Background: an optimization exercise with open tools, aiming at small area. Do not read the settings as production practice. The RTL was checked by simulation tests, not by an equivalence proof against the original design. Power and IR drop assume default switching activity.

Setup of build 56:
// axi_lite_slave
module axi_lite_slave #(
    parameter ADDR_WIDTH = 4,
    parameter DATA_WIDTH = 32,
    parameter CLK_FREQ_HZ = 100_000_000,
    parameter NUM_LEDS = 4
) (
    input  wire                     S_AXI_ACLK,
    input  wire                     S_AXI_ARESETN,
    input  wire [ADDR_WIDTH-1:0]    S_AXI_AWADDR,
    input  wire [2:0]               S_AXI_AWPROT,
    input  wire                     S_AXI_AWVALID,
    output wire                     S_AXI_AWREADY,
    input  wire [DATA_WIDTH-1:0]    S_AXI_WDATA,
    input  wire [DATA_WIDTH/8-1:0]  S_AXI_WSTRB,
    input  wire                     S_AXI_WVALID,
    output wire                     S_AXI_WREADY,
    output wire [1:0]               S_AXI_BRESP,
    output wire                     S_AXI_BVALID,
    input  wire                     S_AXI_BREADY,
    input  wire [ADDR_WIDTH-1:0]    S_AXI_ARADDR,
    input  wire [2:0]               S_AXI_ARPROT,
    input  wire                     S_AXI_ARVALID,
    output wire                     S_AXI_ARREADY,
    output wire [DATA_WIDTH-1:0]    S_AXI_RDATA,
    output wire [1:0]               S_AXI_RRESP,
    output wire                     S_AXI_RVALID,
    input  wire                     S_AXI_RREADY,
    output wire [NUM_LEDS-1:0]      LED,
    output wire [6:0]               SEG_CATHODE,
    output wire [3:0]               SEG_ANODE,
    output wire                     IRQ_OUT,
    input  wire                     EXT_IRQ_IN
);
Settings: LEC_CHECK=0, ABC_AREA=1, CAP_MARGIN=20, CORE_MARGIN=2, CORE_UTILIZATION=75, SLEW_MARGIN=20; clock period 10.0 ns.
standard.sh (not shown) runs the stock make flow with config.mk's settings and CLKGATE_MAP_FILE= SYNTH_SCRIPT=/design/flow/synth_recipe.tcl, a recipe that flattens the netlist after the stock synthesis.
==> flow/flow/run.sh <==
#!/bin/bash
# Layout flow: the standard ORFS flow (standard.sh) with changes that
# only affect combinational mapping and buffering; the registers, their
# names and their cell types are those of the standard synthesis.
#  * Synthesis: ABC maps with an area-oriented script (abc_area.script in
#    this folder) instead of ORFS's, and Yosys's half/full-adder extraction
#    is skipped (ADDER_MAP_FILE empty), so ABC maps that logic too.  ORFS's
#    scripts are copied to ./scripts with only abc_area.script replaced.
#  * Every input and output port gets its own sky130_fd_sc_hd__buf_1.
#  * Clock tree synthesis: clkbuf_8 buffers, up to 16 sinks per leaf
#    cluster, no dummy loads.
# The make output goes to orfs_flow.log here; ORFS keeps each step's log
# under orfs/logs/.
set -euo pipefail
W=$(pwd)
HERE=$(cd "$(dirname "$0")" && pwd)
rm -rf "$W/scripts"
cp -r "$FLOW_HOME/scripts" "$W/scripts"
cp "$HERE/abc_area.script" "$W/scripts/abc_area.script"
bash standard.sh \
  "SCRIPTS_DIR=$W/scripts" \
  "ADDER_MAP_FILE=" \
  "BUFFER_PORTS_ARGS=-buffer_cell sky130_fd_sc_hd__buf_1" \
  "CTS_ARGS=-sink_clustering_enable -repair_clock_nets -dont_use_dummy_load -buf_list sky130_fd_sc_hd__clkbuf_8 -sink_clustering_size 20 -sink_clustering_max_diameter 60" \
  finish > "$W/orfs_flow.log" 2>&1
==> flow/flow/abc_area.script <==
strash
&get -n
&dch -f
&nf -R 1000 -p
&put
topo
Build 56 reached the end of the flow, and the finished layout is clean on the timing, design-rule and antenna checks.
The inputs of build 61 differ from those of build 56 as listed below.
Settings: CORE_UTILIZATION now 80, was 75.
diff --git a/flow/flow/run.sh b/flow/flow/run.sh
--- a/flow/flow/run.sh
+++ b/flow/flow/run.sh
@@ -24 +24 @@
-  "CTS_ARGS=-sink_clustering_enable -repair_clock_nets -dont_use_dummy_load -buf_list sky130_fd_sc_hd__clkbuf_8 -sink_clustering_size 20 -sink_clustering_max_diameter 60" \
+  "CTS_ARGS=-sink_clustering_enable -repair_clock_nets -dont_use_dummy_load -buf_list sky130_fd_sc_hd__clkbuf_8 -sink_clustering_size 24 -sink_clustering_max_diameter 40" \
Findings:
NOTE: wire length on met2 in build 61 exceeds that of build 56
Build 61 ends up with higher leakage component of the power than build 56 does.
Comparing build 56 with build 61, the sequential logic power came out essentially unchanged.
Layout cell share with drive strength beyond 1: build 61 higher than build 56
Going from build 56 to build 61, cell area power density grew by a few percent.
Total instance count after detailed placement came out lower on build 61 than on build 56.
Global-route track usage on met3 | build 61 above build 56
Summary — number of violations reported at the end of detailed-routing iteration 0, build 61 relative to build 56: higher, by 269.
Switching power share of the total: build 61 vs build 56 up 0.57 points
Going from build 56 to build 61, detailed-routing wirelength on met1 grew by a few percent.
Data arrival at the endpoint of the critical path delta for build 61 relative to build 56: 0.31 ns higher
Inputs modified between build 61 and build 31:
Settings: CORE_UTILIZATION: 80 -> 78.
diff --git a/flow/flow/run.sh b/flow/flow/run.sh
--- a/flow/flow/run.sh
+++ b/flow/flow/run.sh
@@ -24 +24 @@
-  "CTS_ARGS=-sink_clustering_enable -repair_clock_nets -dont_use_dummy_load -buf_list sky130_fd_sc_hd__clkbuf_8 -sink_clustering_size 24 -sink_clustering_max_diameter 40" \
+  "CTS_ARGS=-sink_clustering_enable -repair_clock_nets -dont_use_dummy_load -buf_list sky130_fd_sc_hd__clkbuf_8 -sink_clustering_size 18 -sink_clustering_max_diameter 70" \
Notes after the runs:
- Setup WNS build 61 -> build 31: better
- Global-route met2 utilization sits lower in build 31 than in build 61.
- Against build 61, build 31 comes in about 0.6% lower on final area.
- Summary of build 31 over build 61: combinational share of power barely changed; register-to-register slack increased by 0.39 ns relative to the old numbers.
- Build 31 ends up with lower aggregate routed wire length than build 61 does.
- Taking build 61 as the reference point, the upper clock frequency limit of build 31 rises by 2.1 MHz.
- Relative to build 61, the average detailed-routed wire length per instance measured on build 31 has decreased by more than 10%.
- Core utilization: build 31 lower than build 61
- On total placed instance area, build 61 tracks build 31 almost exactly.
- Relative to build 61, the power density normalized to cell area of build 31 is lower by about 3%.

-- static timing again, ports no longer ideal --
The flow's constraints put no driver on any port. The routed layouts listed below were extracted and timed again, unchanged, in two steps.
Step 1: set_driving_cell puts a clkbuf_16 on S_AXI_ACLK and a buf_2 on each other input, an assumption about the parent block.
Step 2, shift: input delay + t, output delay - t, t = (earliest + latest rising clock arrival at the registers) / 2. This alone moves slack from input paths to output paths.
a / b / c = ideal / step 1 / step 2; a / b = the first two.
| run | t (ns) | slack for setup (ns) | clock arrival spread, ns |
|---|---|---|---|
| build 56 | 0.494 | 3.019 / 2.998 / 2.998 | 0.070 / 0.070 |
| build 61 | 0.526 | 2.714 / 2.692 / 2.692 | 0.058 / 0.059 |
| build 31 | 0.505 | 2.823 / 2.803 / 2.803 | 0.050 / 0.050 |
After both steps every run listed still meets setup and hold. The setup slack of build 61, which loses most, moves by -0.022 ns with the drivers and by -0.022 ns with both steps.
